Source: an optimization exercise on an open RTL-to-GDS flow (aim: small area). Production flows keep margins and buffers that such runs may drop. Function was checked by simulation only, so behaviour that the tests miss may differ from the original. Power figures rest on the tool's default switching activity, not on a simulated workload.

==> design/flow/design.v <==
module buffered_cl_builder
#(
    parameter DATA_WIDTH = 32,
    parameter DATA_PER_CL = 16,
    parameter CL_WIDTH = 512,
    parameter EVICTION_POLICY = "ALL_ZEROS",
    parameter BUFFER_DEPTH = 8,
    parameter ALM_FULL_DIFF = 4
)
(
    input logic clk,
    input logic reset,
    input logic evict,
    input logic data_wr,
    input logic [DATA_WIDTH - 1 : 0 ] data_in,
    input logic cl_rd,
    output logic alm_full,
    output logic out_cl_valid,
    output logic [CL_WIDTH - 1 : 0 ] out_cl
);
    localparam NBIG = 4;                 
    localparam M    = 4;                 
    localparam SA   = 5;                 
    localparam SB   = 6;
    localparam NONE = 7;                 
    localparam NSLOT = 7;
    localparam QLEN = 6;                 
    logic [4:0] bn;                      
    logic [2:0] bslot;                   
    logic       close;
    assign close = bn[4] | evict;
    logic [2:0] count;                   
    logic       c1, c2;                  
    logic       rd;
    assign rd           = cl_rd & (count != 3'd0);
    assign out_cl_valid = (count != 3'd0);
    assign alm_full     = count[2];
    always_ff @(posedge clk) begin
        c1 <= close & ~reset;
        c2 <= c1 & ~reset;
        if (reset)
            count <= '0;
        else
            count <= count + {2'b0, c2} - {2'b0, rd};
    end
    logic [DATA_WIDTH-1:0] big  [NBIG][DATA_PER_CL];
    logic [3:0]            big_n [NBIG];     
    logic [DATA_WIDTH-1:0] med  [3];
    logic [1:0]            med_n;            
    logic [DATA_WIDTH-1:0] sa, sb;
    logic [NSLOT-1:0] occ;               
    logic [2:0]       q [QLEN];
    logic [2:0]       qlen;
    logic [2:0]       head;
    assign head = q[0];
    logic [NSLOT-1:0] freed, avail, wen;
    logic             grow;              
    logic             need_slot;         
    logic [2:0]       ns;                
    logic [1:0]       need;              
    always_comb begin
        freed = '0;
        if (rd && head != NONE) freed[head] = 1'b1;
        grow = ~close & data_wr &
               ((bslot == NONE) ||
                ((bslot == SA || bslot == SB) && bn == 5'd1) ||
                (bslot == M && bn == 5'd3));
        need_slot = (close & data_wr) | grow;
        avail = ~occ | freed;
        if (grow && bslot != NONE) avail[bslot] = 1'b1;
        if (close || bslot == NONE)
            need = 2'd0;
        else if (bslot == M)
            need = 2'd2;
        else
            need = 2'd1;
        if (need == 2'd0 && avail[SA])
            ns = SA;
        else if (need == 2'd0 && avail[SB])
            ns = SB;
        else if (need != 2'd2 && avail[M])
            ns = M;
        else if (avail[0])
            ns = 3'd0;
        else if (avail[1])
            ns = 3'd1;
        else if (avail[2])
            ns = 3'd2;
        else
            ns = 3'd3;
        wen = '0;
        if (need_slot)
            wen[ns] = 1'b1;
        else if (data_wr && bslot != NONE)
            wen[bslot] = 1'b1;
    end
    logic [DATA_WIDTH-1:0] mv [3];
    always_comb begin
        case (bslot)
            3'd0: for (int i = 0; i < 3; i++) mv[i] = big[0][i];
            3'd1: for (int i = 0; i < 3; i++) mv[i] = big[1][i];
            3'd2: for (int i = 0; i < 3; i++) mv[i] = big[2][i];
            3'd3: for (int i = 0; i < 3; i++) mv[i] = big[3][i];
            3'd4: for (int i = 0; i < 3; i++) mv[i] = med[i];
            3'd5: begin mv[0] = sa; mv[1] = med[0]; mv[2] = med[1]; end
            default: begin mv[0] = sb; mv[1] = med[0]; mv[2] = med[1]; end
        endcase
    end
    always_ff @(posedge clk) begin
        if (reset) begin
            occ   <= '0;
            qlen  <= '0;
            bn    <= '0;
            bslot <= NONE;
        end
        else begin
            qlen <= qlen + {2'b0, close} - {2'b0, rd};
            occ  <= (occ & ~freed & ~((grow && bslot != NONE) ? (7'b1 << bslot) : 7'b0)) | wen;
            if (close) begin
                bn    <= {4'b0, data_wr};
                bslot <= data_wr ? ns : NONE;
            end
            else if (data_wr) begin
                bn <= bn + 5'd1;
                if (grow) bslot <= ns;
            end
        end
        for (int i = 0; i < QLEN; i++) begin
            if (close && (qlen - {2'b0, rd}) == i)
                q[i] <= (bn == 5'd0) ? NONE : bslot;
            else if (rd)
                q[i] <= (i == QLEN - 1) ? q[i] : q[i+1];
        end
        if (close) begin
            for (int s = 0; s < NBIG; s++)
                if (bslot == s) big_n[s] <= bn[3:0] - 4'd1;
            if (bslot == M) med_n <= bn[1:0] - 2'd1;
        end
        for (int s = 0; s < NBIG; s++) begin
            if (wen[s]) begin
                big[s][0] <= data_in;
                for (int i = 1; i < 4; i++) big[s][i] <= mv[i-1];
                for (int i = 4; i < DATA_PER_CL; i++) big[s][i] <= big[s][i-1];
            end
        end
        if (wen[M]) begin
            med[0] <= data_in;
            med[1] <= mv[0];
            med[2] <= mv[1];
        end
        if (wen[SA]) sa <= data_in;
        if (wen[SB]) sb <= data_in;
    end
    logic [3:0] head_n;                  
    logic       head_some;               
    always_comb begin
        head_some = 1'b1;
        case (head)
            3'd0: head_n = big_n[0];
            3'd1: head_n = big_n[1];
            3'd2: head_n = big_n[2];
            3'd3: head_n = big_n[3];
            3'd4: head_n = {2'b0, med_n};
            3'd5, 3'd6: head_n = 4'd0;
            default: begin head_n = 4'd0; head_some = 1'b0; end
        endcase
    end
    always_comb begin
        for (int i = 0; i < DATA_PER_CL; i++) begin
            logic [DATA_WIDTH-1:0] w;
            case (head)
                3'd0: w = big[0][i];
                3'd1: w = big[1][i];
                3'd2: w = big[2][i];
                3'd3: w = big[3][i];
                3'd4: w = (i < 3) ? med[i % 3] : '0;
                3'd5: w = (i == 0) ? sa : '0;
                3'd6: w = (i == 0) ? sb : '0;
                default: w = '0;
            endcase
            out_cl[i*DATA_WIDTH +: DATA_WIDTH] = (head_some && i <= head_n) ? w : '0;
        end
    end
endmodule
==> design/flow/run.sh <==
#!/bin/bash
# synth_recipe.tcl (not shown) runs the flow's synth.tcl, then flattens the netlist and writes it again
# the make line also repeats each setting of config.mk as NAME=value (left out here)
make -C /OpenROAD-flow-scripts/flow DESIGN_CONFIG=/design/flow/config.mk WORK_HOME=/design/flow/orfs CLKGATE_MAP_FILE= SYNTH_SCRIPT=/design/flow/synth_recipe.tcl finish
==> design/flow/config.mk <==
export PLATFORM = sky130hd
export DESIGN_NAME = buffered_cl_builder
export DESIGN_NICKNAME = buffered_cl_builder
export VERILOG_FILES = /design/flow/design.v
export SDC_FILE = /design/flow/constraint.sdc
export NUM_CORES = 4
export LEC_CHECK = 0
export ABC_AREA = 1
export CAP_MARGIN = 20
export CORE_MARGIN = 2
export CORE_UTILIZATION = 50
export CTS_BUF_LIST = sky130_fd_sc_hd__clkbuf_4
export CTS_CLUSTER_SIZE = 20
export SLEW_MARGIN = 20
export SYNTH_MEMORY_MAX_BITS = 8192
==> design/flow/constraint.sdc <==
create_clock -name core_clock -period 6.0 [get_ports {clk}]
set_input_delay 1.2000 -clock core_clock [delete_from_list [all_inputs] [get_ports {clk}]]
set_output_delay 1.2000 -clock core_clock [all_outputs]
set_load 0.01 [all_outputs]
==> results.yml, run 1 <==
run_status:
  run_status: "timing/DRC/antenna clean"
power:
  pwr-share-comb: 0.293
  p_seq_frac: 0.421
  p_switching_mw: 15.3
  total_power_mw: 44.6
  p_int_mw: 29.4
  pwr-share-clk: 0.286
  p_per_area_nw_per_um2: 423
  peakVddDrop_mv: 0.671
  switching_share: 0.342
  p_leak_nw: 33.5
place:
  dp_hpwl_um: 177000
  dpl.cell_count: 9022
  globalplace.congestion: 0.904
  numPortBuffers: 550
logic_synthesis:
  synth_top_family_by_area: "simple AND/OR/NAND/NOR gates"
  synth.area.mux_share: 0
  syn-num-nets: 6373
  synthSimpleGateAreaFrac: 0.103
  syn_avg_cell_area_sq_um: 13.9
  yosysTopAreaCell: "edfxtp_1"
  synth-xor-area-share: 0.000599
  seq_area_frac_synth: 0.774
  synth.distinct_cells: 43
  syn_inst: 6307
  synthAdderAreaFrac: 0.00431
  synth_ff_type: "edfxtp_1"
  synth.area.top_cells: "edfxtp_1, nand2_1, a41oi_1, a221oi_1, clkbuf_1"
  ys_ff_latch: 2266
  synth_compound_area_frac: 0.0906
  synth-async-reset-ratio: 0
  yosys_warnings: 6
  syn_area_sq_um: 87700
  yosysTopAreaCellShare: 0.769
  synth_edf_count: 2244
clock_network:
  clkLatencyLatePin_ps: 1400
  cts.sinks: 2266
  cts.clk_slew.worst_paths_ps: 60
  cts_tree: "yes"
  clk_path_buf_depth: 4
  cts-htree-levels: 6
  cts-root-buf: "clkbuf_4"
  cts_hold_buf: 0
  cts_buffers: 595
detailed_routing:
  antenna_left: 0
  via_per_inst: 5.93
  initialDrtViolationCount: 7216
  drt_wl_total_um: 280000
  wl_per_cell_um: 28.0
  drt-pass1-iter-count: 7
  drc: 0
  vias: 59300
timing:
  rsz0062_at_grt: "true"
  post-route-period-util: 0.988
  holdWs_ps: 374
  slew_headroom: 0.208
  final_hold_viol_count: 0
  fmax_ghz: 0.169
  final-setup-viol-count: 0
  tightestPinTransition_ps: 1190
  fin_crit_ps: 5930
  finalMaxSlewViolations: 0
  skew_ps: 102
critical_path:
  critical_path_class: "reg2out"
  cp_max_fo: 8
  cp-start-kind: "flop"
  endpoint_kind: "output pin"
  required_ps: 4800
  crit_arrival_ps: 4730
cells_and_area:
  fillCellCount: 13400
  fin_nets: 7389
  fin_cells: 10000
  drive_gt1_frac: 0.164
  syn_to_final_growth_pct: 20.4
floorplanning:
  initial_core_util: 0.504
  die_area_sq_um: 179000
  die_w_um: 423
  chipHeight_um: 423
  num_rows: 153
  io_pins: 551
  design.core.area_sq_um: 174000
global_routing:
  grt_pass1_vias: 58900
  grt_start_max_net_pins: 176
  grt_pass1_wl_um: 405000
  grt_usage: 0.310
  antenna_found_initial: 7
  overflow: 0
min_path:
  min_path_type: "reg2reg"
job:
  drv_cap: 0
[through the flow]
step	instance area, sq um	utilization	setup WS (ps)	TNS (ps)
finish	106000	0.607	72.1	0
global route	106000	0.606	-43.0	-436
CTS	105000	0.605	4.41	0
detailed placement	97300	0.559	464	0
global placement	97300	0.559	556	0
floorplan	87800	-	-8690	-
[power by group through the flow]
stage / combinational [mW] / clock (mW) / sequential (mW)
floorplan: 5.82 / 0 / 19.3
global placement: 12.2 / 0 / 19.1
detailed placement: 12.2 / 0 / 19.1
CTS: 12.9 / 13.0 / 18.8
global route: 13.7 / 13.8 / 18.8
finish: 13.1 / 12.8 / 18.8
[cell families (layout without fill, tap and decap cells)]
group                      Yosys count  in the layout
and+or+nand+nor                   2345           2345
DFF                               2266           2266
AOI/OAI and AO/OA                 1023           1025
buffers and inverters              638           2007
adders and majority gates           29             29
xor gates and xnor gates             6              6
other                                0              6
[routing by layer]
layer | vias up | global-route usage | part of all wire
met1 | 29200 | 0.431 | 0.40
met2 | 3592 | 0.456 | 0.45
met3 | 588 | 0.0580 | 0.088
met5 | - | 0 | 0.000071
met4 | 4 | 0.185 | 0.062
li1 | 25900 | - | -
[cell usage after synthesis (10+ instances only)]
master and instances:
a221oi_1 163, nor2_1 201, o22ai_1 91, nand2_1 2022, o2111ai_1 44, inv_1 263
a211oi_1 65, o21ai_0 93, clkbuf_1 306, a41oi_1 400, buf_1 23, nand4_1 33
ha_1 27, inv_2 10, a21oi_1 70, dfxtp_1 22, a31oi_1 21, o211ai_1 27
a22o_1 29, buf_2 35, nand3_1 71, edfxtp_1 2244
[worst paths after layout]
path               start           to  slack [ps]  cells after the start
max              q[0][0]  out_cl[250]          70                     13
min          big[36][24]  big[37][24]         370                      0
max reg2reg      q[0][0]  big[18][20]        1490                     18
min reg2reg  big[36][24]  big[37][24]         370                      0
[state kept, by name, summed over array words and instances (netlist names)]
register / flops
sb: 32
bn: 5
sa: 32
q: 18
qlen: 3
bslot: 3
med: 96
big_n: 16
count: 3
big: 2048
med_n: 2
c1: 1
c2: 1
occ: 6
[worst max-delay path, cell delays in order (launching register included)]
cell and delay (ps):
edfxtp_1 440, inv_2 150, ha_2 260, ha_4 250, clkinvlp_4 120, nand4_1 130
a21oi_1 80, inv_1 140, nand2_2 120, nor2_4 130, buf_4 150, a21oi_4 100
a41oi_1 650, clkdlybuf4s50_1 680
[cells in the final DEF, fill, tap and decap left out, types with 22 or more instances in the layout]
cell             netlist  layout
edfxtp_1            2244    2244
nand2_1             2022    2013
clkbuf_4               0     833
clkdlybuf4s50_1        0     538
a41oi_1              400     317
inv_1                263     259
nor2_1               201     192
a221oi_1             163     162
buf_4                  0     141
o21ai_0               93      91
o22ai_1               91      91
clkinv_1               1      82
a41oi_2                0      81
buf_12                 0      73
nand3_1               71      70
a21oi_1               70      66
a211oi_1              65      64
o2111ai_1             44      44
nand4_1               33      33
a22o_1                29      29
o211ai_1              27      27
dfxtp_1               22      22
[cell type report]
| type | count | area (sq um) | area share |
|---|---|---|---|
| multi-input cells | 3405 | 18400 | 0.174 |
| clock buffers | 833 | 6250 | 0.0593 |
| repair buffers | 778 | 8350 | 0.0791 |
| flip-flops and latches | 2266 | 67800 | 0.643 |
| inverters | 274 | 1090 | 0.0104 |
| clock inverters | 119 | 689 | 0.00653 |
| repair inverters | 3 | 26.3 | 0.000249 |
| well taps | 2325 | 2910 | 0.0276 |
| diodes | 6 | 15.0 | 0.000142 |
[what timing repair did]
| action | CTS | global route |
|---|---|---|
| gates resized for setup | 126 | 24 |
| pin swaps | 9 | 1 |
| cloned | 8 | 1 |
| endpoints found under the setup margin | 480 | 76 |
| buffers inserted | 17 | 2 |
==> run 2, diff against run 1 <==
==> design/flow/config.mk (replaced) <==
export PLATFORM = sky130hd
export DESIGN_NAME = buffered_cl_builder
export DESIGN_NICKNAME = buffered_cl_builder
export VERILOG_FILES = /design/flow/design.v
export SDC_FILE = /design/flow/constraint.sdc
export NUM_CORES = 4
export LEC_CHECK = 0
export CAP_MARGIN = 20
export CORE_MARGIN = 2
export CORE_UTILIZATION = 50
export SLEW_MARGIN = 20
export SYNTH_MEMORY_MAX_BITS = 8192
==> results.yml, run 2 <==
power:
  p_leak_nw: 30.2
  pwr-share-comb: 0.276
  p_int_mw: 30.5
  p_seq_frac: 0.432
  total_power_mw: 45.0
  switching_share: 0.323
  peakVddDrop_mv: 0.440
  p_switching_mw: 14.6
  p_per_area_nw_per_um2: 443
  pwr-share-clk: 0.291
logic_synthesis:
  yosysMostFrequentCell: "edfxtp_1"
  synth_ff_type: "edfxtp_1"
  syn_avg_cell_area_sq_um: 17.0
  synth.distinct_cells: 77
  synthAdderAreaFrac: 0.00441
  syn-num-nets: 5121
  synthSimpleGateAreaFrac: 0.0163
  synth.area.mux_share: 0.0106
  synth_compound_area_frac: 0.157
  synth_top_family_by_area: "compound AO/OA/AOI/OAI gates"
  syn_area_sq_um: 85800
  synth.area.top_cells: "edfxtp_1, a22oi_1, a21oi_1, a222oi_1, clkbuf_1"
  yosysTopAreaCell: "edfxtp_1"
  seq_area_frac_synth: 0.791
  yosys-top-cells-count: "edfxtp_1, a22oi_1, a21oi_1"
  synth_edf_count: 2244
  synth-async-reset-ratio: 0
  synth-xor-area-share: 0.00112
  syn_inst: 5055
  yosysTopAreaCellShare: 0.786
  ys_ff_latch: 2266
  yosys_warnings: 6
clock_network:
  cts_hold_buf: 0
  cts.sinks: 2266
  cts-htree-levels: 4
  clkLatencyLatePin_ps: 860
  cts.clk_slew.worst_paths_ps: 60
  cts_tree: "yes"
  cts-root-buf: "clkbuf_16"
  clk_path_buf_depth: 3
  cts_buffers: 224
timing:
  holdWs_ps: 432
  tightestPinTransition_ps: 1330
  skew_ps: 26.3
  finalMaxSlewViolations: 0
  setup-tns-final_ps: 0
  fin_crit_ps: 5850
  final_hold_viol_count: 0
  post-route-period-util: 0.974
  slew_headroom: 0.116
  final-setup-viol-count: 0
  rsz0062_at_grt: "false"
  worst_slack_ps: 154
  fmax_ghz: 0.171
floorplanning:
  die_area_sq_um: 175000
  io_pins: 551
  design.core.area_sq_um: 171000
  chipHeight_um: 418
  initial_core_util: 0.502
  num_rows: 152
  die_w_um: 418
cells_and_area:
  largest_register_ffs: 2048
  fin_nets: 5656
  design_area_sq_um: 102000
  fillCellCount: 12700
  mostFrequentLayoutCells: "edfxtp_1, a22oi_1, a21oi_1"
  syn_to_final_growth_pct: 18.6
  drive_gt1_frac: 0.107
  reg_top3: "big: 2048 flops, med: 96 flops"
  final_common_cell: "edfxtp_1"
  fin_cells: 8005
  top_register: "big"
  final_util: 0.595
run_status:
  run_status: "timing/DRC/antenna clean"
critical_path:
  crit_arrival_ps: 4650
  cp_max_fo: 58
  critical_path_class: "reg2out"
  cpMaxStageDelayCell: "clkdlybuf4s50_1"
  worstPathCellList: "inv_1, ha_1, ha_4, buf_4, buf_6, a222oi_1, a21oi_1, clkdlybuf4s50_1"
  cpPeakStageDelay_ps: 680
  cp-start-kind: "flop"
  endpoint_kind: "output pin"
  required_ps: 4800
place:
  dp_slack_ps: 558
  numPortBuffers: 550
  dpl.cell_count: 7593
  dp_hpwl_um: 158000
  dpl_cell_area_sq_um: 94800
  globalplace.congestion: 0.901
detailed_routing:
  drt-pass1-iter-count: 10
  drt_wl_total_um: 253000
  vias: 51700
  antenna_left: 0
  initialDrtViolationCount: 7293
  via_per_inst: 6.46
  drc: 0
  wl_per_cell_um: 31.6
global_routing:
  grt_usage: 0.285
  grt_start_max_net_pins: 187
  antenna_found_initial: 6
  grt_pass1_vias: 50300
  overflow: 0
  grt_pass1_wl_um: 366000
min_path:
  min_path_type: "reg2reg"
job:
  drv_cap: 0
run 2: cell types whose count changed in the layout (fill, tap and decap cells not counted), sizes merged, moves of 77 or more:
cell    delta
a21oi    +478
a221oi   -147
a222oi   +181
a22oi    +992
a31oi     +93
a41oi    -397
clkbuf   -537
inv      -253
mux2      +77
nand2   -1914
o22ai     -89
run 2: cells by family after synthesis:
group,count (synthesis)
buf+inv,423
compound gates,1931
mux,80
simple gates,315
flops,2266
xor+xnor,11
fa+ha+maj,29
run 2: metal layers:
| layer | track usage | share of wire |
|---|---|---|
| met1 | 0.411 | 0.41 |
| met2 | 0.426 | 0.45 |
| met3 | 0.0446 | 0.086 |
| met4 | 0.140 | 0.054 |
| met5 | 0 | 0.000043 |
run 2: final cells by class:
cell class,instances,area [sq um],area share
Inverter,29,109,0.00107
Tap cell,2233,2790,0.0275
Sequential cell,2266,67800,0.667
Clock inverter,109,813,0.00800
Timing Repair Buffer,703,7480,0.0735
Antenna cell,2,5.00,0.0000492
Multi-Input combinational cell,2366,16700,0.164
Clock buffer,297,5970,0.0587
run 2: worst paths after layout:
| kind | from | end | slack [ps] | depth (start not counted) |
|---|---|---|---|---|
| setup / recovery | q[0][0] | out_cl[89] | 150 | 8 |
| hold / removal | big[10][23] | big[11][23] | 430 | 0 |
| setup reg to reg | bslot[1] | big[4][11] | 990 | 13 |
| hold reg to reg | big[10][23] | big[11][23] | 430 | 0 |
run 2: power by group through the flow:
stage | Sequential [mW] | Combinational [mW] | Clock (mW)
detailed placement | 19.8 | 12.3 | 0
CTS | 19.5 | 12.4 | 13.3
finish | 19.5 | 12.4 | 13.1
floorplan | 19.8 | 6.19 | 0
global placement | 19.7 | 12.3 | 0
global route | 19.6 | 13.0 | 13.9
run 2: timing repair:
action | 4_1_cts | 5_1_grt
setup endpoints to repair | 210 | 79
resized for setup | 16 | 2
pin swaps | 0 | 2
buffers inserted | 0 | 4
run 2: critical path: cells and delay by family (launching register included):
| family | cells | cell delay (ps) |
|---|---|---|
| DFF | 1 | 450 |
| adders and majority gates | 2 | 520 |
| AOI/OAI and AO/OA | 2 | 780 |
| buffers and inverters | 4 | 1950 |
==> run 3, diff against run 2 <==
--- a/design/flow/config.mk
+++ b/design/flow/config.mk
@@ -8,5 +8,8 @@
 export CAP_MARGIN = 20
 export CORE_MARGIN = 2
 export CORE_UTILIZATION = 50
+export CTS_BUF_LIST = sky130_fd_sc_hd__clkbuf_16
+export CTS_CLUSTER_DIAMETER = 100
+export CTS_CLUSTER_SIZE = 30
 export SLEW_MARGIN = 20
 export SYNTH_MEMORY_MAX_BITS = 8192
==> results.yml, run 3 <==
run_status:
  run_status: "timing/DRC/antenna clean"
detailed_routing:
  via_per_inst: 6.57
  drt_wl_total_um: 250000
  antenna_left: 0
  drt-pass1-iter-count: 10
  drc: 0
  vias: 50700
  initialDrtViolationCount: 7454
  wl_per_cell_um: 32.5
critical_path:
  cp_max_fo: 18
  r2r-start: "bslot[2]"
  crit_start: "q[0][0]"
  cpPeakStageDelay_ps: 610
  cpMaxStageDelayCell: "a21oi_4"
  required_ps: 4800
  critical_path_class: "reg2out"
  worstPathCellList: "inv_1, ha_1, ha_4, a222oi_1, o21ai_1, a21boi_4, and2_1, a21oi_4, buf_4, a21oi_1, clkdlybuf4s50_1"
  cp-start-kind: "flop"
  endpoint_kind: "output pin"
  crit_arrival_ps: 4600
  r2r_cells: 12
floorplanning:
  io_pins: 551
  die_w_um: 418
  die_area_sq_um: 175000
  chipHeight_um: 418
  design.core.area_sq_um: 171000
  num_rows: 152
  initial_core_util: 0.502
place:
  numPortBuffers: 550
  globalplace.congestion: 0.901
  dp_hpwl_um: 158000
  dpl.cell_count: 7593
  dpl_cell_area_sq_um: 94800
logic_synthesis:
  synth.area.top_cells: "edfxtp_1, a22oi_1, a21oi_1, a222oi_1, clkbuf_1"
  synth_edf_count: 2244
  yosys-top-cells-count: "edfxtp_1, a22oi_1, a21oi_1"
  ys_ff_latch: 2266
  synth-async-reset-ratio: 0
  syn_avg_cell_area_sq_um: 17.0
  yosysMostFrequentCell: "edfxtp_1"
  synth.distinct_cells: 77
  yosysTopAreaCell: "edfxtp_1"
  syn_area_sq_um: 85800
  yosysTopAreaCellShare: 0.786
  seq_area_frac_synth: 0.791
  yosys_warnings: 6
  syn_inst: 5055
  syn-num-nets: 5121
  synth_ff_type: "edfxtp_1"
min_path:
  worstHoldStart: "big[40][11]"
  min_path_cells: 0
  min_path_type: "reg2reg"
power:
  peakVddDrop_mv: 0.450
  p_per_area_nw_per_um2: 402
  p_leak_nw: 28.0
timing:
  slew_headroom: 0.187
  holdWs_ps: 436
  tightestPinTransition_ps: 1220
  post-route-period-util: 0.966
  fin_crit_ps: 5800
  final-setup-viol-count: 0
  final_hold_viol_count: 0
  rsz0062_at_grt: "true"
  fmax_ghz: 0.173
  skew_ps: 41.7
  finalMaxSlewViolations: 0
clock_network:
  cts-root-buf: "clkbuf_16"
  cts.clk_slew.worst_paths_ps: 110
  clk_path_buf_depth: 3
  cts-htree-levels: 3
  cts_tree: "yes"
  cts.sinks: 2266
  cts_hold_buf: 0
  clkLatencyLatePin_ps: 760
  cts_buffers: 86
global_routing:
  grt_pass1_vias: 48800
  grt_usage: 0.280
  overflow: 0
  antenna_found_initial: 5
  grt_pass1_wl_um: 360000
  grt_start_max_net_pins: 187
cells_and_area:
  syn_to_final_growth_pct: 13.3
  design_area_sq_um: 97200
  final_common_cell: "edfxtp_1"
  reg_top3: "big: 2048 flops, med: 96 flops"
  largest_register_ffs: 2048
  fin_cells: 7708
  fin_nets: 5517
  drive_gt1_frac: 0.0775
  mostFrequentLayoutCells: "edfxtp_1, a22oi_1, a21oi_1"
  top_register: "big"
job:
  drv_cap: 0
run 3: cell counts after synthesis:
Identical to the previous run, type by type.
run 3: metal layers:
metal,up-vias,wire (um),track usage
li1,21700,-,-
met3,350,19500,0.0312
met5,-,0,0
met2,2865,115000,0.425
met1,25700,103000,0.410
met4,0,12500,0.125
run 3: layout make-up:
| type | instances | area [sq um] |
|---|---|---|
| Antenna cell | 3 | 7.51 |
| Fill cell | 13000 | 73800 |
| Inverter | 29 | 109 |
| Timing Repair Buffer | 702 | 7450 |
| Sequential cell | 2266 | 67800 |
| Multi-Input combinational cell | 2366 | 16700 |
| Clock buffer | 87 | 2180 |
| Clock inverter | 22 | 186 |
| Tap cell | 2233 | 2790 |
run 3: logic make-up (layout without fill, tap and decap cells):
kind of cell    count (synthesis)  after routing  synth area share
simple gates                  315            315            0.0163
buf+inv                       423            840            0.0195
fa+ha+maj                      29             29           0.00441
other cells                     0              3                 0
mux                            80             80            0.0106
compound gates               1931           1931             0.157
xor+xnor                       11             11           0.00112
flops                        2266           2266             0.791
run 3: metrics by stage:
step                      utilization  worst slack [ps]   TNS, ps  power, mW
final                           0.569               204         0       39.1
after global routing            0.569             -7.59     -13.9       40.4
after CTS                       0.568              4.20         0       39.2
after detailed placement        0.554               558         0       32.1
after global placement          0.554               643         0       32.1
after floorplan                     -             -5390  -8008530       26.0
run 3: critical path: cells and delay by family (launching register included):
kind | cells | cell delay [ps]
fa+ha+maj | 2 | 570
buf+inv | 3 | 1020
simple gates | 1 | 260
compound gates | 5 | 1510
flops | 1 | 450
run 3: path summary, 6_finish.rpt:
path	to	slack, ps
setup / recovery	out_cl[100]	200
hold / removal	big[41][11]	440
setup reg to reg	big[3][14]	1000
hold reg to reg	big[41][11]	440
run 3: repair_timing:
item	4_1_cts	5_1_grt
gates resized for setup	6	3
cloned	0	0
setup buffers	0	3
pin swaps	0	2
endpoints found under the setup margin	91	114
run 3: where the power goes:
group	internal (mW)	switching, mW
logic	4.18	8.22
registers	18.9	0.550
clock network	2.69	4.61
==> run 4, diff against run 3 <==
==> design/flow/flow/run.sh (new file) <==
#!/bin/bash
# Layout: the standard flow (standard.sh), with two changes:
#  - ports are buffered with sky130_fd_sc_hd__buf_1 (every input and output still gets a buffer)
#  - clock tree synthesis does not insert dummy loads, and clusters up to 30 sinks
# standard.sh's make output goes to make_flow.log here; ORFS writes each step's log under orfs/logs.
set -euo pipefail
export BUFFER_PORTS_ARGS="-buffer_cell sky130_fd_sc_hd__buf_1"
export CTS_ARGS="-sink_clustering_enable -repair_clock_nets -dont_use_dummy_load -buf_list sky130_fd_sc_hd__clkbuf_16 -sink_clustering_size 30 -sink_clustering_max_diameter 80"
bash standard.sh finish > make_flow.log 2>&1
==> design/flow/standard.sh (new file) <==
#!/bin/bash
# synth_recipe.tcl (not shown) runs the flow's synth.tcl, then flattens the netlist and writes it again
# the make line also repeats each setting of config.mk as NAME=value (left out here)
make -C /OpenROAD-flow-scripts/flow DESIGN_CONFIG=/design/flow/config.mk WORK_HOME=/design/flow/orfs CLKGATE_MAP_FILE= SYNTH_SCRIPT=/design/flow/synth_recipe.tcl "${@:-finish}"
--- a/design/flow/config.mk
+++ b/design/flow/config.mk
@@ -7,9 +7,7 @@
 export LEC_CHECK = 0
 export CAP_MARGIN = 20
 export CORE_MARGIN = 2
-export CORE_UTILIZATION = 50
-export CTS_BUF_LIST = sky130_fd_sc_hd__clkbuf_16
-export CTS_CLUSTER_DIAMETER = 100
-export CTS_CLUSTER_SIZE = 30
+export CORE_UTILIZATION = 58
+export SETUP_SLACK_MARGIN = 0.1
 export SLEW_MARGIN = 20
 export SYNTH_MEMORY_MAX_BITS = 8192
removed: design/flow/run.sh
==> results.yml, run 4 <==
critical_path:
  critical_path_class: "reg2out"
  required_ps: 4800
  crit_arrival_ps: 4510
  cp-start-kind: "flop"
  endpoint_kind: "output pin"
  cp_max_fo: 64
logic_synthesis:
  yosysTopAreaCell: "edfxtp_1"
  yosys_warnings: 6
  synth-async-reset-ratio: 0
  synth.distinct_cells: 77
  synth_edf_count: 2244
  synth_ff_type: "edfxtp_1"
  yosys-top-cells-count: "edfxtp_1, a22oi_1, a21oi_1"
  syn_avg_cell_area_sq_um: 17.0
  syn_inst: 5055
  yosysMostFrequentCell: "edfxtp_1"
  yosysTopAreaCellShare: 0.786
  ys_ff_latch: 2266
  synth.area.top_cells: "edfxtp_1, a22oi_1, a21oi_1, a222oi_1, clkbuf_1"
  seq_area_frac_synth: 0.791
  syn_area_sq_um: 85800
  syn-num-nets: 5121
cells_and_area:
  final_util: 0.637
  final_common_cell: "edfxtp_1"
  antenna_cells: 0
  syn_to_final_growth_pct: 9.37
  reg_top3: "big: 2048 flops, med: 96 flops"
  largest_register_ffs: 2048
  top_register: "big"
  drive_gt1_frac: 0.0783
  fin_cells: 7420
  mostFrequentLayoutCells: "edfxtp_1, a22oi_1, buf_1"
  fin_nets: 5558
clock_network:
  cts_buffers: 104
  cts.clk_slew.worst_paths_ps: 110
  cts_tree: "yes"
  postCtsSetupBuffers: 0
  cts_hold_buf: 0
  cts-resized-gates: 0
  cts.sinks: 2266
  clkLatencyLatePin_ps: 770
  cts-htree-levels: 3
  clk_path_buf_depth: 3
  cts-root-buf: "clkbuf_16"
global_routing:
  overflow: 0
  grt_pass1_vias: 48800
  grt_usage: 0.323
  grt_start_max_net_pins: 194
  grt_pass1_wl_um: 357000
  antenna_found_initial: 4
place:
  numPortBuffers: 550
  dpl.cell_count: 7316
  globalplace.congestion: 0.891
  dp_hpwl_um: 160000
timing:
  fmax_ghz: 0.175
  post-route-period-util: 0.951
  finalMaxSlewViolations: 0
  slew_headroom: 0.180
  fin_crit_ps: 5710
  holdWs_ps: 419
  skew_ps: 85.1
  final-setup-viol-count: 0
  tightestPinTransition_ps: 1230
  rsz0062_at_grt: "false"
  final_hold_viol_count: 0
floorplanning:
  num_rows: 141
  die_area_sq_um: 151000
  chipHeight_um: 389
  io_pins: 551
  initial_core_util: 0.582
  die_w_um: 389
  design.core.area_sq_um: 147000
detailed_routing:
  initialDrtViolationCount: 7842
  via_per_inst: 6.96
  antenna_left: 0
  drt_wl_total_um: 248000
  drc: 0
  wl_per_cell_um: 33.4
  drt-pass1-iter-count: 9
  vias: 51700
power:
  p_per_area_nw_per_um2: 407
  p_leak_nw: 26.9
  peakVddDrop_mv: 0.386
min_path:
  min_path_type: "reg2reg"
run_status:
  run_status: "timing/DRC/antenna clean"
job:
  drv_cap: 0
run 4: cell count changes in the layout (fill, tap and decap cells not counted), sizes merged:
cell	change
buf	+555
clkbuf	+17
clkdlybuf4s50	-532
clkinv	-3
clkinvlp	-2
diode	-3
inv	-17
run 4: cells by family (layout without fill, tap and decap cells):
logic type | after synthesis | in the layout | synth area share
XOR/XNOR | 11 | 11 | 0.00112
AND/OR/NAND/NOR | 315 | 315 | 0.0163
multiplexers | 80 | 80 | 0.0106
flip-flops | 2266 | 2266 | 0.791
adder cells (fa/ha/maj) | 29 | 29 | 0.00441
buffers and inverters | 423 | 858 | 0.0195
AO/OA/AOI/OAI | 1931 | 1931 | 0.157
run 4: worst max-delay path, cell delays in order, from the launching register on:
cell and delay, ps:
edfxtp_1 470, inv_1 150, ha_1 320, ha_4 410, buf_4 620, buf_4 830, a22oi_1 190, a21oi_1 490
buf_1 210
run 4: report_power, final:
group          switching [mW]  total (mW)  internal [mW]
logic                    7.98        11.1           3.09
registers               0.584        19.5           18.9
clock network            4.53        7.62           3.09
total                    13.1        38.2           25.1
run 4: stage by stage:
step                      instance area [sq um]  TNS (ps)  worst slack [ps]  total power [mW]
after floorplan                           85800  -8008530             -5390              26.0
after global placement                    91200         0              1050              30.7
after detailed placement                  91200         0              1050              30.7
after CTS                                 93800         0               334              38.1
after global routing                      93800         0               155              39.5
final                                     93800         0               295              38.2
run 4: per-layer routing:
| metal | wire length [um] | global-route usage | vias to the layer above |
|---|---|---|---|
| li1 | - | - | 21800 |
| met5 | 28 | 0 | - |
| met1 | 105000 | 0.521 | 26100 |
| met4 | 8790 | 0.0983 | 4 |
| met3 | 27500 | 0.0577 | 347 |
| met2 | 107000 | 0.450 | 3418 |
run 4: layout make-up:
type | count | area [sq um]
flip-flops and latches | 2266 | 67800
repair buffers | 725 | 4220
inverters | 29 | 109
fillers | 10600 | 53500
clock buffers | 104 | 2600
multi-input cells | 2366 | 16600
well taps | 1930 | 2410
run 4: path summary, 6_finish.rpt:
path,startpoint,end,slack [ps],cells after the start
min reg2reg,big[13][6],big[14][6],420,0
max,q[0][0],out_cl[150],290,8
min,big[13][6],big[14][6],420,0
max reg2reg,bslot[0],big[15][31],1200,14
==> run 5, diff against run 4 <==
--- a/design/flow/config.mk
+++ b/design/flow/config.mk
@@ -7,7 +7,7 @@
 export LEC_CHECK = 0
 export CAP_MARGIN = 20
 export CORE_MARGIN = 2
-export CORE_UTILIZATION = 58
+export CORE_UTILIZATION = 50
 export SETUP_SLACK_MARGIN = 0.1
 export SLEW_MARGIN = 20
 export SYNTH_MEMORY_MAX_BITS = 8192
==> results.yml, run 5 <==
run_status:
  run_status: "timing/DRC/antenna clean"
cells_and_area:
  drive_gt1_frac: 0.0780
  mostFrequentLayoutCells: "edfxtp_1, a22oi_1, buf_1"
  top_register: "big"
  final_common_cell: "edfxtp_1"
  final_util: 0.551
  syn_to_final_growth_pct: 9.85
  design_area_sq_um: 94200
  fillCellCount: 13400
  largest_register_ffs: 2048
  fin_nets: 5545
  reg_top3: "big: 2048 flops, med: 96 flops"
timing:
  final_hold_viol_count: 0
  post-route-period-util: 0.947
  fin_crit_ps: 5680
  fmax_ghz: 0.176
  holdWs_ps: 376
  tightestPinTransition_ps: 1160
  skew_ps: 103
  final-setup-viol-count: 0
  finalMaxSlewViolations: 0
  slew_headroom: 0.228
  rsz0062_at_grt: "false"
power:
  p_per_area_nw_per_um2: 407
  peakVddDrop_mv: 0.440
  p_leak_nw: 26.9
detailed_routing:
  wl_per_cell_um: 32.1
  initialDrtViolationCount: 7089
  drc: 0
  drt_wl_total_um: 248000
  drt-pass1-iter-count: 10
  vias: 50700
  antenna_left: 0
  via_per_inst: 6.57
clock_network:
  cts.clk_slew.worst_paths_ps: 110
  clk_path_buf_depth: 3
  cts_hold_buf: 0
  cts_buffers: 111
  clkLatencyLatePin_ps: 770
  cts-root-buf: "clkbuf_16"
  cts_tree: "yes"
  cts.sinks: 2266
  cts-htree-levels: 3
place:
  dp_hpwl_um: 158000
  dpl_cell_area_sq_um: 91400
  globalplace.congestion: 0.880
  numPortBuffers: 550
floorplanning:
  die_area_sq_um: 175000
  io_pins: 551
  die_w_um: 418
  chipHeight_um: 418
  design.core.area_sq_um: 171000
  num_rows: 152
  initial_core_util: 0.502
critical_path:
  r2r-start: "bslot[0]"
  r2r_cells: 14
  endpoint_kind: "output pin"
  required_ps: 4800
  cp_max_fo: 35
  critical_path_class: "reg2out"
  crit_start: "q[0][1]"
  cp-start-kind: "flop"
  reg2reg_slack_ps: 1080
  crit_end: "out_cl[160]"
  crit_arrival_ps: 4480
  r2r-end: "big[3][16]"
global_routing:
  grt_use_met1: 0.404
  grt_usage: 0.277
  overflow: 0
  grt_start_max_net_pins: 199
  antenna_found_initial: 9
  met3_usage: 0.0333
  grt_pass1_vias: 48500
  grt_pass1_wl_um: 356000
  gr-usage-met2: 0.429
  top_usage_layer: "met2"
logic_synthesis:
  synth_edf_count: 2244
  synth_ff_type: "edfxtp_1"
  synthAdderAreaFrac: 0.00441
  synth.area.top_cells: "edfxtp_1, a22oi_1, a21oi_1, a222oi_1, clkbuf_1"
  yosysTopAreaCellShare: 0.786
  synth_top_family_by_area: "compound AO/OA/AOI/OAI gates"
  synth.distinct_cells: 77
  syn_inst: 5055
  yosys_warnings: 6
  yosysMostFrequentCell: "edfxtp_1"
  synth-xor-area-share: 0.00112
  syn-num-nets: 5121
  ys_ff_latch: 2266
  syn_area_sq_um: 85800
  synth_compound_area_frac: 0.157
  synth.area.mux_share: 0.0106
  yosysTopAreaCell: "edfxtp_1"
  syn_avg_cell_area_sq_um: 17.0
  synth-async-reset-ratio: 0
  seq_area_frac_synth: 0.791
  synthSimpleGateAreaFrac: 0.0163
  yosys-top-cells-count: "edfxtp_1, a22oi_1, a21oi_1"
min_path:
  min_path_type: "reg2reg"
job:
  drv_cap: 0
==> run 5: changes by cell type in the layout (fill, tap and decap cells not counted), moves of 2 or more <==
cell / change
ha_2: +3
a21oi_1: -4
ha_1: -3
nor2_2: -2
a21oi_2: +4
diode_2: +4
buf_12: -3
buf_4: -18
clkbuf_16: +7
==> run 5: worst min-delay path by stage <==
stage                          start          to  slack, ps  cells after the start
after floorplan                   c1          c2        410                      1
after global placement            c1          c2        420                      1
after detailed placement          c1          c2        430                      1
after CTS                 big[36][7]  big[37][7]        380                      0
after global routing      big[36][7]  big[37][7]        390                      0
final                     big[36][7]  big[37][7]        380                      0
==> run 5: metal layers <==
| layer | wire length [um] | vias up |
|---|---|---|
| met1 | 102000 | 25900 |
| met2 | 116000 | 2675 |
| met3 | 18400 | 362 |
| met4 | 11200 | 2 |
| li1 | - | 21700 |
| met5 | 13 | - |
==> run 5: cell families (layout without fill, tap and decap cells) <==
| kind of cell | count (synthesis) | after routing |
|---|---|---|
| flip-flops | 2266 | 2266 |
| AO/OA/AOI/OAI | 1931 | 1931 |
| buffers and inverters | 423 | 845 |
| AND/OR/NAND/NOR | 315 | 315 |
| multiplexers | 80 | 80 |
| adder cells (fa/ha/maj) | 29 | 29 |
| XOR/XNOR | 11 | 11 |
| other | 0 | 4 |
==> run 5: timing repair <==
| action | in CTS | in global routing |
|---|---|---|
| setup buffers | 0 | 1 |
| endpoints found under the hold margin | 0 | 0 |
| endpoints found under the setup margin | 43 | 24 |
| gates resized for setup | 3 | 5 |
==> run 5: power by group <==
group | switching [mW] | internal, mW | leakage [nW]
Clock | 4.58 | 3.29 | 1.37
Combinational | 8.08 | 3.01 | 5.13
Sequential | 0.554 | 18.9 | 20.4
==> run 5: area by class of cell <==
type | instances | area (sq um) | area share
flip-flops and latches | 2266 | 67800 | 0.720
clock buffers | 111 | 2780 | 0.0295
inverters | 29 | 109 | 0.00116
diodes | 4 | 10.0 | 0.000106
repair buffers | 705 | 4030 | 0.0427
well taps | 2233 | 2790 | 0.0297
multi-input cells | 2366 | 16700 | 0.177
==> run 5: critical path, cell delays in order, from the launching register on <==
cell and delay (ps):
edfxtp_1 480, inv_1 120, ha_2 260, buf_4 550, a22oi_1 190, o21ai_1 250, a21boi_2 190, buf_4 260
a221oi_4 200, buf_4 340, a21oi_1 640, buf_1 250
==> run 5: stage by stage <==
stage | std cells | worst slack (ps) | setup TNS [ps] | power (mW)
3_5_place_dp | 7598 | 672 | 0 | 30.8
4_1_cts | 7709 | 115 | 0 | 38.4
5_1_grt | 7713 | 126 | 0 | 39.7
6_report | 7714 | 315 | 0 | 38.4
3_3_place_gp | 7598 | 814 | 0 | 30.7
2_1_floorplan | 5055 | -5390 | -8008530 | 26.0
==> run 6, diff against run 5 <==
--- a/design/flow/design.v
+++ b/design/flow/design.v
@@ -165,20 +165,23 @@
             default: begin head_n = 4'd0; head_some = 1'b0; end
         endcase
     end
+    logic [NSLOT-1:0] hsel;
+    logic [DATA_PER_CL-1:0] hmask;
+    always_comb begin
+        hsel = '0;
+        if (head != NONE) hsel[head] = 1'b1;
+        for (int i = 0; i < DATA_PER_CL; i++)
+            hmask[i] = (i <= head_n);
+    end
     always_comb begin
         for (int i = 0; i < DATA_PER_CL; i++) begin
             logic [DATA_WIDTH-1:0] w;
-            case (head)
-                3'd0: w = big[0][i];
-                3'd1: w = big[1][i];
-                3'd2: w = big[2][i];
-                3'd3: w = big[3][i];
-                3'd4: w = (i < 3) ? med[i % 3] : '0;
-                3'd5: w = (i == 0) ? sa : '0;
-                3'd6: w = (i == 0) ? sb : '0;
-                default: w = '0;
-            endcase
-            out_cl[i*DATA_WIDTH +: DATA_WIDTH] = (head_some && i <= head_n) ? w : '0;
+            w = '0;
+            for (int s = 0; s < NBIG; s++)
+                w = w | ({DATA_WIDTH{hsel[s] & hmask[i]}} & big[s][i]);
+            if (i < 3) w = w | ({DATA_WIDTH{hsel[M] & hmask[i]}} & med[i % 3]);
+            if (i == 0) w = w | ({DATA_WIDTH{hsel[SA]}} & sa) | ({DATA_WIDTH{hsel[SB]}} & sb);
+            out_cl[i*DATA_WIDTH +: DATA_WIDTH] = w;
         end
     end
 endmodule
==> results.yml, run 6 <==
logic_synthesis:
  ys_ff_latch: 2266
  yosys_warnings: 6
  syn_inst: 5072
  yosysTopAreaCellShare: 0.795
  yosysMostFrequentCell: "edfxtp_1"
  synth.area.top_cells: "edfxtp_1, a22oi_1, nand2_1, a222oi_1, clkbuf_1"
  synth.distinct_cells: 59
  syn_area_sq_um: 84700
  synth-async-reset-ratio: 0
  syn_avg_cell_area_sq_um: 16.7
  synth_edf_count: 2244
  yosys-top-cells-count: "edfxtp_1, a22oi_1, nand2_1"
  syn-num-nets: 5138
  synth_ff_type: "edfxtp_1"
  seq_area_frac_synth: 0.801
  yosysTopAreaCell: "edfxtp_1"
clock_network:
  cts.sinks: 2266
  cts-resized-gates: 0
  cts-htree-levels: 3
  postCtsSetupBuffers: 0
  clkLatencyLatePin_ps: 790
  clk_path_buf_depth: 3
  cts_buffers: 110
  cts_tree: "yes"
  cts_hold_buf: 0
  cts-root-buf: "clkbuf_16"
  cts.clk_slew.worst_paths_ps: 100
power:
  p_per_area_nw_per_um2: 378
  p_leak_nw: 29.7
  peakVddDrop_mv: 0.323
timing:
  slew_headroom: 0.225
  setup-tns-final_ps: 0
  tightestPinTransition_ps: 1160
  final-setup-viol-count: 0
  rsz0062_at_grt: "false"
  skew_ps: 144
  final_hold_viol_count: 0
  fmax_ghz: 0.182
  finalMaxSlewViolations: 0
  fin_crit_ps: 5500
  post-route-period-util: 0.917
  worst_slack_ps: 496
cells_and_area:
  drive_gt1_frac: 0.0724
  fin_nets: 5659
  top_register: "big"
  final_common_cell: "edfxtp_1"
  syn_to_final_growth_pct: 10.3
  mostFrequentLayoutCells: "edfxtp_1, a22oi_1, nand2_1"
  reg_top3: "big: 2048 flops, med: 96 flops"
  design_area_sq_um: 93400
  largest_register_ffs: 2048
critical_path:
  cpPeakStageDelay_ps: 480
  required_ps: 4800
  cpMaxStageDelayCell: "edfxtp_1"
  crit_arrival_ps: 4300
  worstPathCellList: "ha_1, a222oi_1, o21ai_1, or2_2, nor3_4, nor2_2, buf_4, a222oi_1, nand2_1, buf_1"
  critical_path_class: "reg2out"
  cpLargestDelayFamily: "compound AO/OA/AOI/OAI gates"
  endpoint_kind: "output pin"
  reg2reg_slack_ps: 1020
  cp_common_cell: "a222oi_1"
  cp_max_fo: 32
  path_buf_inv: 2
  cp-start-kind: "flop"
detailed_routing:
  via_per_inst: 6.39
  wl_per_cell_um: 31.1
  initialDrtViolationCount: 7062
  drc: 0
  antenna_left: 0
  drt_wl_total_um: 243000
  vias: 49900
  drt-pass1-iter-count: 10
job:
  drv_cap: 0
place:
  dp_hpwl_um: 167000
  globalplace.congestion: 0.908
  numPortBuffers: 550
  dpl_cell_area_sq_um: 90700
  dp_slack_ps: 794
floorplanning:
  die_area_sq_um: 173000
  num_rows: 151
  design.core.area_sq_um: 169000
  io_pins: 551
  initial_core_util: 0.502
  chipHeight_um: 416
  die_w_um: 416
global_routing:
  grt_usage: 0.275
  grt_start_max_net_pins: 99
  grt_pass1_wl_um: 348000
  overflow: 0
  antenna_found_initial: 3
  grt_pass1_vias: 47600
run_status:
  run_status: "timing/DRC/antenna clean"
min_path:
  min_path_type: "reg2reg"
run 6: changes by cell type in the layout (fill, tap and decap cells not counted), sizes merged, moves of 12 or more:
cell | previous run | this run
a21oi | 550 | 94
a22oi | 996 | 957
a31oi | 115 | 86
buf | 705 | 717
mux2 | 77 | 17
mux2i | 3 | 34
nand2 | 111 | 595
nand3 | 7 | 72
nor2 | 140 | 227
nor3 | 8 | 20
run 6: routing by layer:
layer,wire length (um),GRT usage
met2,113000,0.427
met3,17000,0.0270
met5,0,0
met4,14800,0.147
met1,97800,0.389
run 6: path summary, 6_finish.rpt:
check                                 start           to  cells after the start
worst min register to register  big[12][10]  big[13][10]                      0
worst min-delay path            big[12][10]  big[13][10]                      0
worst max-delay path                q[0][0]   out_cl[37]                     10
worst max register to register      q[0][0]  big[16][31]                     15
run 6: logic make-up after synthesis:
logic type / after synthesis / share of synthesized area
adder cells (fa/ha/maj): 29 / 0.00446
flip-flops: 2266 / 0.801
multiplexers: 51 / 0.00628
buffers and inverters: 341 / 0.0154
XOR/XNOR: 11 / 0.00114
AND/OR/NAND/NOR: 961 / 0.0456
AO/OA/AOI/OAI: 1413 / 0.127
run 6: final cells by class:
| type | count | area [sq um] |
|---|---|---|
| Timing Repair Buffer | 717 | 3920 |
| Sequential cell | 2266 | 67800 |
| Multi-Input combinational cell | 2465 | 16000 |
| Antenna cell | 5 | 12.5 |
| Tap cell | 2218 | 2780 |
| Fill cell | 13300 | 75500 |
| Clock buffer | 110 | 2750 |
| Inverter | 33 | 124 |
run 6: power by group:
part / internal, mW / switching (mW) / leakage, nW
Sequential: 19.2 / 0.680 / 20.4
Clock: 3.26 / 4.58 / 1.36
Combinational: 1.99 / 5.65 / 7.93
run 6: metrics by stage:
step | hold WS, ps | power, mW | cells | util
after floorplan | 414 | 24.5 | 5072 | -
after global placement | 428 | 27.7 | 7699 | 0.537
after detailed placement | 434 | 27.8 | 7699 | 0.537
after CTS | 336 | 35.4 | 7809 | 0.553
after global routing | 330 | 36.5 | 7809 | 0.553
final | 334 | 35.4 | 7814 | 0.553
==> run 7, diff against run 6 <==
==> design/flow/flow/run.sh (replaced) <==
#!/bin/bash
# Layout: the standard flow (standard.sh), with two changes:
#  - ports are buffered with sky130_fd_sc_hd__buf_1 (every input and output still gets a buffer)
#  - clock tree synthesis does not insert dummy loads, and clusters up to 20 sinks under clkbuf_8 leaf buffers
# standard.sh's make output goes to make_flow.log here; ORFS writes each step's log under orfs/logs.
set -euo pipefail
export BUFFER_PORTS_ARGS="-buffer_cell sky130_fd_sc_hd__buf_1"
export CTS_ARGS="-sink_clustering_enable -repair_clock_nets -dont_use_dummy_load -buf_list sky130_fd_sc_hd__clkbuf_8 -root_buf sky130_fd_sc_hd__clkbuf_16 -sink_clustering_size 20 -sink_clustering_max_diameter 60"
bash standard.sh finish > make_flow.log 2>&1
==> results.yml, run 7 <==
min_path:
  min_path_type: "reg2reg"
power:
  p_switching_mw: 10.8
  p_int_mw: 23.5
  p_leak_nw: 29.4
  pwr-share-clk: 0.198
  pwr-share-comb: 0.223
  p_per_area_nw_per_um2: 370
  switching_share: 0.315
  p_seq_frac: 0.580
  peakVddDrop_mv: 0.307
critical_path:
  cp_max_fo: 32
  crit_arrival_ps: 4330
  endpoint_kind: "output pin"
  cp-start-kind: "flop"
  required_ps: 4800
  critical_path_class: "reg2out"
clock_network:
  cts.clk_slew.worst_paths_ps: 110
  cts_buffers: 151
  clk_path_buf_depth: 3
  clkLatencyLatePin_ps: 810
  postCtsSetupBuffers: 0
  cts.sinks: 2266
  cts-resized-gates: 0
  cts-root-buf: "clkbuf_16"
  cts_hold_buf: 0
  cts_tree: "yes"
  cts-htree-levels: 4
detailed_routing:
  via_per_inst: 6.38
  antenna_left: 0
  wl_met3_um: 17600
  drt-pass1-iter-count: 9
  drc: 0
  met1_length_um: 97200
  drt_wl_total_um: 243000
  initialDrtViolationCount: 6873
  top_layer_used: "met4"
  vias: 50100
  wl_per_cell_um: 31.0
  wl_met2_um: 113000
global_routing:
  grt_usage: 0.277
  overflow: 0
  grt_start_max_net_pins: 99
  grt_pass1_wl_um: 349000
  grt_pass1_vias: 48000
  antenna_found_initial: 3
logic_synthesis:
  ys_ff_latch: 2266
  yosys_warnings: 6
  syn_avg_cell_area_sq_um: 16.7
  yosys-top-cells-count: "edfxtp_1, a22oi_1, nand2_1"
  yosysTopAreaCellShare: 0.795
  syn_area_sq_um: 84700
  seq_area_frac_synth: 0.801
  yosysMostFrequentCell: "edfxtp_1"
  synth_edf_count: 2244
  synth.area.top_cells: "edfxtp_1, a22oi_1, nand2_1, a222oi_1, clkbuf_1"
  synth_ff_type: "edfxtp_1"
  yosysTopAreaCell: "edfxtp_1"
  syn-num-nets: 5138
  syn_inst: 5072
  synth.distinct_cells: 59
  synth-async-reset-ratio: 0
timing:
  tightestPinTransition_ps: 1140
  rsz0062_at_grt: "false"
  slew_headroom: 0.237
  worst_slack_ps: 468
  setup-tns-final_ps: 0
  final-setup-viol-count: 0
  post-route-period-util: 0.922
  fin_crit_ps: 5530
  final_hold_viol_count: 0
  finalMaxSlewViolations: 0
  holdWs_ps: 405
  fmax_ghz: 0.181
  skew_ps: 138
cells_and_area:
  final_util: 0.549
  largest_register_ffs: 2048
  drive_gt1_frac: 0.0792
  top_register: "big"
  syn_to_final_growth_pct: 9.51
  mostFrequentLayoutCells: "edfxtp_1, a22oi_1, nand2_1"
  final_common_cell: "edfxtp_1"
  reg_top3: "big: 2048 flops, med: 96 flops"
  fin_nets: 5700
floorplanning:
  initial_core_util: 0.502
  io_pins: 551
  die_area_sq_um: 173000
  die_w_um: 416
  num_rows: 151
  design.core.area_sq_um: 169000
  chipHeight_um: 416
run_status:
  run_status: "timing/DRC/antenna clean"
place:
  dp_hpwl_um: 167000
  numPortBuffers: 550
  dp_slack_ps: 794
  globalplace.congestion: 0.908
job:
  drv_cap: 0
==> run 7: cell type report <==
| type | count | area, sq um |
|---|---|---|
| flip-flops and latches | 2266 | 67800 |
| multi-input cells | 2465 | 16000 |
| well taps | 2218 | 2780 |
| repair buffers | 717 | 3920 |
| clock buffers | 151 | 2090 |
| inverters | 33 | 124 |
| diodes | 1 | 2.50 |
| fillers | 13400 | 76100 |
==> run 7: per-stage QoR <==
| stage | cells | power [mW] | area, sq um |
|---|---|---|---|
| 5_1_grt | 7850 | 35.4 | 92800 |
| 2_1_floorplan | 5072 | 24.5 | 84900 |
| 3_5_place_dp | 7699 | 27.8 | 90700 |
| 6_report | 7851 | 34.3 | 92800 |
| 4_1_cts | 7850 | 34.4 | 92800 |
| 3_3_place_gp | 7699 | 27.7 | 90700 |
==> run 7: kinds of logic after synthesis <==
kind of cell,after synthesis,share of synthesized area
buf+inv,341,0.0154
compound gates,1413,0.127
mux,51,0.00628
simple gates,961,0.0456
flops,2266,0.801
fa+ha+maj,29,0.00446
xor+xnor,11,0.00114
==> run 7: path summary, 6_finish.rpt <==
kind,slack [ps],cells after the start,to,startpoint
worst max-delay path,470,10,out_cl[37],q[0][0]
worst min-delay path,410,0,big[60][0],big[59][0]
worst max register to register,1020,15,big[16][31],q[0][0]
worst min register to register,410,0,big[60][0],big[59][0]
==> run 7: power groups by stage <==
stage | clock [mW] | combinational (mW) | sequential, mW
finish | 6.78 | 7.63 | 19.9
global route | 7.39 | 8.03 | 20.0
CTS | 6.91 | 7.63 | 19.9
detailed placement | 0 | 7.61 | 20.2
global placement | 0 | 7.56 | 20.2
floorplan | 0 | 4.01 | 20.5
==> run 7: critical path: stages (launching register included) <==
cell      delay [ps]
edfxtp_1         480
ha_1             350
a222oi_1         410
o21ai_1          320
or2_2            430
nor3_4           390
nor2_2            50
buf_4            280
a222oi_1         450
nand2_1          250
buf_1            190
==> run 7: metal layers <==
metal,track usage,vias up
li1,-,21600
met1,0.387,25300
met2,0.426,2785
met3,0.0325,435
met4,0.156,0
met5,0,-
==> run 8, diff against run 7 <==
--- a/design/flow/config.mk
+++ b/design/flow/config.mk
@@ -8,6 +8,7 @@
 export CAP_MARGIN = 20
 export CORE_MARGIN = 2
 export CORE_UTILIZATION = 50
+export GPL_TIMING_DRIVEN = 0
 export SETUP_SLACK_MARGIN = 0.1
 export SLEW_MARGIN = 20
 export SYNTH_MEMORY_MAX_BITS = 8192
==> results.yml, run 8 <==
timing:
  finalMaxSlewViolations: 0
  final-setup-viol-count: 0
  final_hold_viol_count: 0
  skew_ps: 149
  rsz0062_at_grt: "true"
  slew_headroom: 0.217
  fin_crit_ps: 5840
  fmax_ghz: 0.171
  tightestPinTransition_ps: 1170
  post-route-period-util: 0.973
  holdWs_ps: 365
global_routing:
  gr-usage-met2: 0.460
  grt_pass1_vias: 49600
  antenna_found_initial: 1
  grt_start_max_net_pins: 84
  top_usage_layer: "met2"
  met3_usage: 0.0452
  grt_pass1_wl_um: 371000
  grt_usage: 0.301
  overflow: 0
  grt_use_met1: 0.410
cells_and_area:
  top_register: "big"
  mostFrequentLayoutCells: "edfxtp_1, a22oi_1, nand2_1"
  syn_to_final_growth_pct: 12.3
  fin_nets: 5987
  largest_register_ffs: 2048
  drive_gt1_frac: 0.0894
  reg_top3: "big: 2048 flops, med: 96 flops"
  multi_input_area_sq_um: 16000
  regArea_sq_um: 67800
  final_common_cell: "edfxtp_1"
  fillCellCount: 13200
critical_path:
  endpoint_kind: "output pin"
  cp-start-kind: "flop"
  crit_start: "q[0][0]"
  crit_arrival_ps: 4640
  critical_path_class: "reg2out"
  r2r-start: "q[0][0]"
  required_ps: 4800
  cp_max_fo: 10
logic_synthesis:
  synth_ff_type: "edfxtp_1"
  yosysTopAreaCellShare: 0.795
  seq_area_frac_synth: 0.801
  yosys_warnings: 6
  ys_ff_latch: 2266
  syn_inst: 5072
  yosysMostFrequentCell: "edfxtp_1"
  yosysTopAreaCell: "edfxtp_1"
  synth_edf_count: 2244
  synth.distinct_cells: 59
  syn_avg_cell_area_sq_um: 16.7
  synth-async-reset-ratio: 0
  syn-num-nets: 5138
  synth.area.top_cells: "edfxtp_1, a22oi_1, nand2_1, a222oi_1, clkbuf_1"
  syn_area_sq_um: 84700
  yosys-top-cells-count: "edfxtp_1, a22oi_1, nand2_1"
power:
  p_per_area_nw_per_um2: 372
  p_leak_nw: 30.6
  peakVddDrop_mv: 0.303
  total_power_mw: 35.4
floorplanning:
  design.core.area_sq_um: 169000
  io_pins: 551
  initial_core_util: 0.502
  die_w_um: 416
  die_area_sq_um: 173000
  chipHeight_um: 416
  num_rows: 151
place:
  numPortBuffers: 548
  globalplace.congestion: 0.956
  dp_hpwl_um: 199000
detailed_routing:
  via_per_inst: 6.35
  antenna_left: 0
  drt_wl_total_um: 265000
  drc: 0
  drt-pass1-iter-count: 10
  wl_per_cell_um: 32.6
  vias: 51700
  initialDrtViolationCount: 8528
min_path:
  worstHoldStart: "big[28][4]"
  min_path_type: "reg2reg"
clock_network:
  cts.sinks: 2266
  cts-root-buf: "clkbuf_16"
  cts_buffers: 153
  cts.clk_slew.worst_paths_ps: 110
  clk_path_buf_depth: 3
  cts_hold_buf: 0
  cts-htree-levels: 4
  clkLatencyLatePin_ps: 820
  cts_tree: "yes"
run_status:
  run_status: "timing/DRC/antenna clean"
job:
  drv_cap: 0
run 8: cells by family after synthesis:
group	share of synthesized area
fa+ha+maj	0.00446
mux	0.00628
xor+xnor	0.00114
buf+inv	0.0154
flops	0.801
simple gates	0.0456
compound gates	0.127
run 8: cell type report:
type | count | area share
Antenna cell | 3 | 0.0000789
Buffer | 303 | 0.0137
Clock buffer | 153 | 0.0223
Inverter | 33 | 0.00130
Multi-Input combinational cell | 2467 | 0.169
Sequential cell | 2266 | 0.713
Tap cell | 2218 | 0.0292
Timing Repair Buffer | 697 | 0.0520
run 8: power breakdown:
group	internal (mW)	switching, mW	leakage [nW]	total (mW)
Sequential	19.2	0.692	20.4	19.9
Combinational	2.46	6.17	9.08	8.63
Clock	2.31	4.54	1.11	6.85
run 8: worst max-delay path: stages (launching register included):
cell and delay [ps]:
edfxtp_1 470, ha_1 220, buf_2 170, a222oi_1 460, o21ai_2 320, or2_2 460, nor3_4 250, buf_12 150
nor2_1 130, buf_2 330, a222oi_1 310, nand2_1 320, buf_1 220
run 8: repair_timing:
item,4_1_cts,5_1_grt
gates resized for setup,135,47
setup endpoints to repair,743,231
pin swaps,6,5
cloned,0,2
buffers inserted,12,8
run 8: path summary, 6_finish.rpt:
kind	slack [ps]	end	cells past startpoint
worst max-delay path	160	out_cl[33]	12
worst min-delay path	370	big[29][4]	0
worst max register to register	330	big[7][25]	16
worst min register to register	370	big[29][4]	0
run 8: routing by layer:
| metal | vias up | wire length (um) |
|---|---|---|
| met1 | 25800 | 103000 |
| met5 | - | 0 |
| met3 | 526 | 22300 |
| met4 | 0 | 18600 |
| met2 | 3139 | 121000 |
| li1 | 22200 | - |
run 8: per-stage QoR:
step	std cells	util	worst slack [ps]	setup TNS (ps)	instance area, sq um
4_1_cts	8126	0.562	114	0	94900
3_3_place_gp	7838	0.531	-19130	-	89700
5_1_grt	8138	0.563	55.7	0	95100
2_1_floorplan	5072	-	-8930	-	84900
3_5_place_dp	7966	0.548	-537	-89720	92500
6_report	8140	0.563	163	0	95100
==> run 9, diff against run 8 <==
--- a/design/flow/config.mk
+++ b/design/flow/config.mk
@@ -8,7 +8,5 @@
 export CAP_MARGIN = 20
 export CORE_MARGIN = 2
 export CORE_UTILIZATION = 50
-export GPL_TIMING_DRIVEN = 0
-export SETUP_SLACK_MARGIN = 0.1
 export SLEW_MARGIN = 20
 export SYNTH_MEMORY_MAX_BITS = 8192
==> results.yml, run 9 <==
timing:
  finalMaxSlewViolations: 0
  skew_ps: 138
  rsz0062_at_grt: "false"
  post-route-period-util: 0.922
  holdWs_ps: 405
  slew_headroom: 0.237
  tightestPinTransition_ps: 1140
  final_hold_viol_count: 0
  fmax_ghz: 0.181
  fin_crit_ps: 5530
  worst_slack_ps: 468
  final-setup-viol-count: 0
  setup-tns-final_ps: 0
floorplanning:
  chipHeight_um: 416
  die_w_um: 416
  num_rows: 151
  die_area_sq_um: 173000
  design.core.area_sq_um: 169000
  io_pins: 551
  initial_core_util: 0.502
detailed_routing:
  top_layer_used: "met4"
  met1_length_um: 97200
  drt-pass1-iter-count: 9
  via_per_inst: 6.38
  wl_per_cell_um: 31.0
  antenna_left: 0
  wl_met3_um: 17600
  vias: 50100
  wl_met2_um: 113000
  drc: 0
  initialDrtViolationCount: 6873
  drt_wl_total_um: 243000
cells_and_area:
  fin_cells: 7851
  top_register: "big"
  syn_to_final_growth_pct: 9.51
  fin_nets: 5700
  final_common_cell: "edfxtp_1"
  largest_register_ffs: 2048
  reg_top3: "big: 2048 flops, med: 96 flops"
  drive_gt1_frac: 0.0792
  mostFrequentLayoutCells: "edfxtp_1, a22oi_1, nand2_1"
clock_network:
  cts_hold_buf: 0
  cts_tree: "yes"
  cts-resized-gates: 0
  cts-root-buf: "clkbuf_16"
  postCtsSetupBuffers: 0
  cts.clk_slew.worst_paths_ps: 110
  cts.sinks: 2266
  cts-htree-levels: 4
  clk_path_buf_depth: 3
  cts_buffers: 151
  clkLatencyLatePin_ps: 810
job:
  drv_cap: 0
global_routing:
  grt_pass1_wl_um: 349000
  grt_usage: 0.277
  grt_pass1_vias: 48000
  antenna_found_initial: 3
  overflow: 0
  grt_start_max_net_pins: 99
logic_synthesis:
  synth_compound_area_frac: 0.127
  synth-xor-area-share: 0.00114
  synth.distinct_cells: 59
  syn_area_sq_um: 84700
  yosysMostFrequentCell: "edfxtp_1"
  syn_inst: 5072
  yosysTopAreaCell: "edfxtp_1"
  syn_avg_cell_area_sq_um: 16.7
  yosys-top-cells-count: "edfxtp_1, a22oi_1, nand2_1"
  synth_top_family_by_area: "compound AO/OA/AOI/OAI gates"
  synth-async-reset-ratio: 0
  ys_ff_latch: 2266
  synthAdderAreaFrac: 0.00446
  seq_area_frac_synth: 0.801
  syn-num-nets: 5138
  synth_edf_count: 2244
  yosys_warnings: 6
  synth_ff_type: "edfxtp_1"
  yosysTopAreaCellShare: 0.795
  synthSimpleGateAreaFrac: 0.0456
  synth.area.mux_share: 0.00628
  synth.area.top_cells: "edfxtp_1, a22oi_1, nand2_1, a222oi_1, clkbuf_1"
place:
  dpl.cell_count: 7699
  dp_hpwl_um: 167000
  globalplace.congestion: 0.908
  numPortBuffers: 550
  dp_slack_ps: 794
power:
  p_per_area_nw_per_um2: 370
  peakVddDrop_mv: 0.307
  pwr-share-clk: 0.198
  switching_share: 0.315
  p_seq_frac: 0.580
  pwr-share-comb: 0.223
  p_switching_mw: 10.8
  p_leak_nw: 29.4
  p_int_mw: 23.5
critical_path:
  crit_end: "out_cl[37]"
  cp_max_fo: 32
  reg2reg_slack_ps: 1020
  r2r-start: "q[0][0]"
  cp-start-kind: "flop"
  r2r-end: "big[16][31]"
  critical_path_class: "reg2out"
  crit_start: "q[0][0]"
  required_ps: 4800
  r2r_cells: 15
  endpoint_kind: "output pin"
  crit_arrival_ps: 4330
run_status:
  run_status: "timing/DRC/antenna clean"
min_path:
  min_path_type: "reg2reg"
run 9: cell counts after synthesis:
No cell type changed its count.
run 9: worst min-delay path by stage:
stage                     slack [ps]  cells past startpoint        start           to
after detailed placement         430                      0  big[46][20]  big[47][20]
final                            410                      0   big[59][0]   big[60][0]
after global placement           430                      1           c1           c2
after CTS                        400                      0  big[26][10]  big[27][10]
after floorplan                  410                      1           c1           c2
after global routing             410                      0  big[51][20]  big[52][20]
run 9: layout make-up:
type,count,area [sq um]
Antenna cell,1,2.50
Clock buffer,151,2090
Fill cell,13400,76100
Inverter,33,124
Multi-Input combinational cell,2465,16000
Sequential cell,2266,67800
Tap cell,2218,2780
Timing Repair Buffer,717,3920
run 9: worst max-delay path, stage by stage (launching register included):
cell      delay (ps)
edfxtp_1         480
ha_1             350
a222oi_1         410
o21ai_1          320
or2_2            430
nor3_4           390
nor2_2            50
buf_4            280
a222oi_1         450
nand2_1          250
buf_1            190
run 9: kinds of logic after synthesis:
kind of cell    count (synthesis)
simple gates                  961
flops                        2266
fa+ha+maj                      29
buf+inv                       341
compound gates               1413
mux                            51
xor+xnor                       11
run 9: per-layer routing:
metal,GRT usage,vias to the layer above
li1,-,21600
met1,0.387,25300
met2,0.426,2785
met3,0.0325,435
met4,0.156,0
met5,0,-
run 9: power groups by stage:
stage	sequential, mW	combinational [mW]	clock, mW
2_1_floorplan	20.5	4.01	0
3_3_place_gp	20.2	7.56	0
3_5_place_dp	20.2	7.61	0
4_1_cts	19.9	7.63	6.91
5_1_grt	20.0	8.03	7.39
6_report	19.9	7.63	6.78
run 9: per-stage QoR:
step | utilization | power (mW) | cell area, sq um
2_1_floorplan | - | 24.5 | 84900
3_3_place_gp | 0.537 | 27.7 | 90700
3_5_place_dp | 0.537 | 27.8 | 90700
4_1_cts | 0.549 | 34.4 | 92800
5_1_grt | 0.549 | 35.4 | 92800
6_report | 0.549 | 34.3 | 92800

re-timing with driven ports:
In the flow no input, the clock included, has a driving cell. The finished layouts below were timed again as built, in two steps. Step 1 assumes that a clkbuf_16 drives the clock port and a buf_2 every other input. Step 2 also shifts input and output timing later by t, the mid clock arrival at the registers, as if the neighbouring blocks saw the same clock. Slacks: ideal / step 1 / step 2; pairs: ideal / step 1.
run | t (ns) | setup WS [ns] | latest minus earliest clock arrival (ns) | worst data-port slew with drivers (ns)
run 1 | 1.426 | 0.072 / -0.004 / 0.379 | 0.103 / 0.103 | 0.08
run 2 | 0.926 | 0.154 / 0.070 / 0.584 | 0.030 / 0.029 | 0.13
run 3 | 0.828 | 0.204 / 0.120 / 0.602 | 0.054 / 0.055 | 0.13
run 4 | 0.808 | 0.295 / 0.213 / 0.992 | 0.085 / 0.085 | 0.09
run 5 | 0.811 | 0.315 / 0.234 / 0.663 | 0.129 / 0.128 | 0.13
run 6 | 0.800 | 0.496 / 0.409 / 0.777 | 0.146 / 0.146 | 0.06
run 7 | 0.826 | 0.468 / 0.382 / 0.764 | 0.138 / 0.138 | 0.07
run 8 | 0.829 | 0.163 / 0.079 / 0.211 | 0.149 / 0.149 | 0.07
run 9 | 0.826 | 0.468 / 0.382 / 0.764 | 0.138 / 0.138 | 0.07
After both steps setup and hold are still met in every run listed.
